From an optimization exercise on the open Yosys and OpenROAD flow, aimed at small area and a short achievable clock period; shortcuts taken in it are not production practice. Where RTL was checked, it was by simulation tests only, not by an equivalence proof against the original.

==> inputs of 07-28 <==
Design dist_sort, start of the top module:
module dist_sort (
    input logic        clk, rst,
    input logic [63:0] query,
    input logic [63:0] search_0,
    input logic [63:0] search_1,
    input logic [63:0] search_2,
    input logic [63:0] search_3,
    input logic [63:0] search_4,
    input logic [63:0] search_5,
    input logic [63:0] search_6,
    input logic [63:0] search_7,
    input logic        in_valid,
    output logic [2:0] addr_1st,
    output logic [2:0] addr_2nd,
    output logic       out_valid
);
Settings: LEC_CHECK=0, ABC_AREA=1, CAP_MARGIN=50, CORE_MARGIN=2, CORE_UTILIZATION=48, SLEW_MARGIN=70, SYNTH_HIERARCHICAL=1, SYNTH_MINIMUM_KEEP_SIZE=0; clock period 17.0 ns.
standard.sh (not shown) runs the stock make flow with config.mk's settings and CLKGATE_MAP_FILE= SYNTH_SCRIPT=/design/flow/synth_recipe.tcl, a recipe that flattens the netlist after the stock synthesis.
==> flow/flow/run.sh <==
#!/bin/bash
# The standard layout (standard.sh: synthesis to final layout), with every input and
# output port buffered by the platform's smallest buffer instead of the default choice.
set -euo pipefail
export BUFFER_PORTS_ARGS="-buffer_cell sky130_fd_sc_hd__buf_1"
bash standard.sh > standard.log 2>&1
==> 12-06: changes against 07-28 <==
Settings changed: CORE_UTILIZATION 48 to 55.
==> run notes <==
Met2 usage: 0.5127
Crit path DAT: 5.34 ns
Hold slack: 0.3568 ns
NonClk Buf Share: 0.03758
Core footprint: 141800 um2
Multi-input combinational cell area: 48370 um2
Drt first pass iters: 6
Placed Instance Area: 74470 um2
Post-layout instance area: 78050 um2
Status: timing/DRC/antenna clean
DP Worst Slack: 11.53 ns
That was 07-28.
==> run notes <==
Hold slack: 0.3482 ns
Crit path DAT: 5.32 ns
Met2 usage: 0.5637
Placed Instance Area: 74290 um2
Multi-input combinational cell area: 48360 um2
Status: timing/DRC/antenna clean
Post-layout instance area: 77550 um2
Drt first pass iters: 9
DP Worst Slack: 11.58 ns
That was 12-06.


==> run D <==
Another version of the RTL of dist_sort (not shown whole).
make LEC_CHECK=0 ABC_AREA=1 CAP_MARGIN=20 CORE_MARGIN=2 CORE_UTILIZATION=60 CTS_BUF_LIST='sky130_fd_sc_hd__clkbuf_4 sky130_fd_sc_hd__clkbuf_8' SLEW_MARGIN=20 SYNTH_HIERARCHICAL=1 SYNTH_MINIMUM_KEEP_SIZE=0 finish   # period 17.0 ns
run.sh (not shown) runs the stock make flow with config.mk's settings and CLKGATE_MAP_FILE= SYNTH_SCRIPT=/design/flow/synth_recipe.tcl, a recipe that flattens the netlist after the stock synthesis.
Stock flow here: none of the scripts above is used.
==> run A: changes against run D <==
--- a/flow/design.v
+++ b/flow/design.v
@@ -2331,17 +2331,17 @@
     end
     logic [7:0] first, second;
     always_comb begin
         for (int j = 0; j < 8; j++) begin
             logic [7:0] lose;
             for (int i = 0; i < 8; i++)
                 lose[i] = (i < j) ? le[i][j] : (i > j) ? ~le[j][i] : 1'b0;
             first[j] = lose == 8'd0;
-            second[j] = $onehot(lose);
+            second[j] = (lose != 8'd0) && ((lose & (lose - 8'd1)) == 8'd0);
         end
     end
     function automatic logic [2:0] enc(input logic [7:0] oh);
         enc = {oh[4] | oh[5] | oh[6] | oh[7], oh[2] | oh[3] | oh[6] | oh[7], oh[1] | oh[3] | oh[5] | oh[7]};
     endfunction
     always_ff @(posedge clk) begin
         addr_1st <= enc(first);
         addr_2nd <= enc(second);
- CORE_UTILIZATION: 60 -> 40
- CTS_BUF_LIST: sky130_fd_sc_hd__clkbuf_4 sky130_fd_sc_hd__clkbuf_8 -> unset
==> summary of the runs <==
- Against run A, the count of clock-buffer cells in the layout of run D is higher by 45.
- Against run A, the sequential share of layout area of run D is higher by 0.15 points.
- Between run D and run A, the lower clock skew is in run A (gap 0.010 ns).
- Against run A, the non-clock buffer count of run D is higher by 20.
- Of run D and run A, run A has the higher design area (gap about 0.9%, measured against run A).
- Against run D, the synthesized cell count of run A is higher by 0.88%.
- Of run A and run D, run D has the higher via count (gap about 2.7%, measured against run D).
For run D, only the layout was checked, not whether the RTL still works.


==> inputs of umber <==
RTL: one of the versions met above, not the one the previous note started from.
clock: 17.0 ns
lec_check: 0
abc_area: 1
cap_margin: 20
core_margin: 2
core_utilization: 40
slew_margin: 80
synth_hierarchical: 1
synth_minimum_keep_size: 0
standard.sh (not shown) runs the stock make flow with config.mk's settings and CLKGATE_MAP_FILE= SYNTH_SCRIPT=/design/flow/synth_recipe.tcl, a recipe that flattens the netlist after the stock synthesis.
Scripts as last shown in full above: flow/flow/run.sh
==> pepper: changes against umber <==
CAP_MARGIN = 50   (was 20)
CORE_UTILIZATION = 55   (was 40)
CTS_BUF_LIST = sky130_fd_sc_hd__clkbuf_4 sky130_fd_sc_hd__clkbuf_8   (was unset)
SLEW_MARGIN = 70   (was 80)
==> comparison <==
Between pepper and umber, the lower final cell count is in pepper (gap 4.8%, measured against umber).
In umber the non-clock buffer count is higher than in pepper, by 41.
Against pepper, the design area of umber is higher by 3.8%.
Against pepper, the via count of umber is smaller by 0.55%.
pepper produced a clean layout. umber produced a clean layout.
==> figures <==
|  | umber | pepper |
|---|---|---|
| Result of the run | finished clean | finished clean |
| Cell Count Post-Placement | 10800 | 10200 |
| Final HPWL DP | 209 mm | 177 mm |
| Final standard cell count with taps included and fillers excluded | 10900 | 10400 |
| Via count of the first global-routing pass | 55300 | 53100 |
| Delay of the slowest cell on the worst path | 0.58 ns | 0.54 ns |
| Die width | 404 um | 345 um |
| Fill cell count | 15400 | 10400 |
| Drt total wl | 240 mm | 220 mm |

==> afterwards: timing with drivers on the ports <==
How much do the figures lean on ideal ports? The routed layouts below were timed once more, with nothing changed but the port constraints. Step 1, drivers: a clkbuf_16 drives clk and a buf_2 each remaining input, both assumed. Step 2 moves the port delays by t, midway between the first and last clock arrival at a register: inputs arrive t later, outputs are due t later. That takes back most of the time a late clock gives input paths. Slacks: ideal ports / drivers / drivers and shift; pairs: ideal ports / drivers.
run | t (ns) | setup slack, ns | worst setup path at the end | clock arrival spread, ns
07-28 | 0.810 | 12.256 / 12.312 / 11.510 | input to register | 0.037 / 0.036
12-06 | 0.794 | 12.263 / 12.323 / 11.528 | input to register | 0.047 / 0.047
run D | 0.855 | 11.281 / 11.323 / 10.469 | input to register | 0.067 / 0.067
run A | 0.756 | 11.242 / 11.299 / 10.543 | input to register | 0.047 / 0.047
umber | 0.764 | 11.746 / 11.746 / 11.212 | input to register | 0.046 / 0.047
pepper | 0.871 | 11.629 / 11.629 / 11.281 | input to register | 0.050 / 0.051
After both steps setup and hold are still met in every run listed. For run D, which loses most, drivers alone change the setup slack by +0.042 ns; drivers and shift together by -0.812 ns.
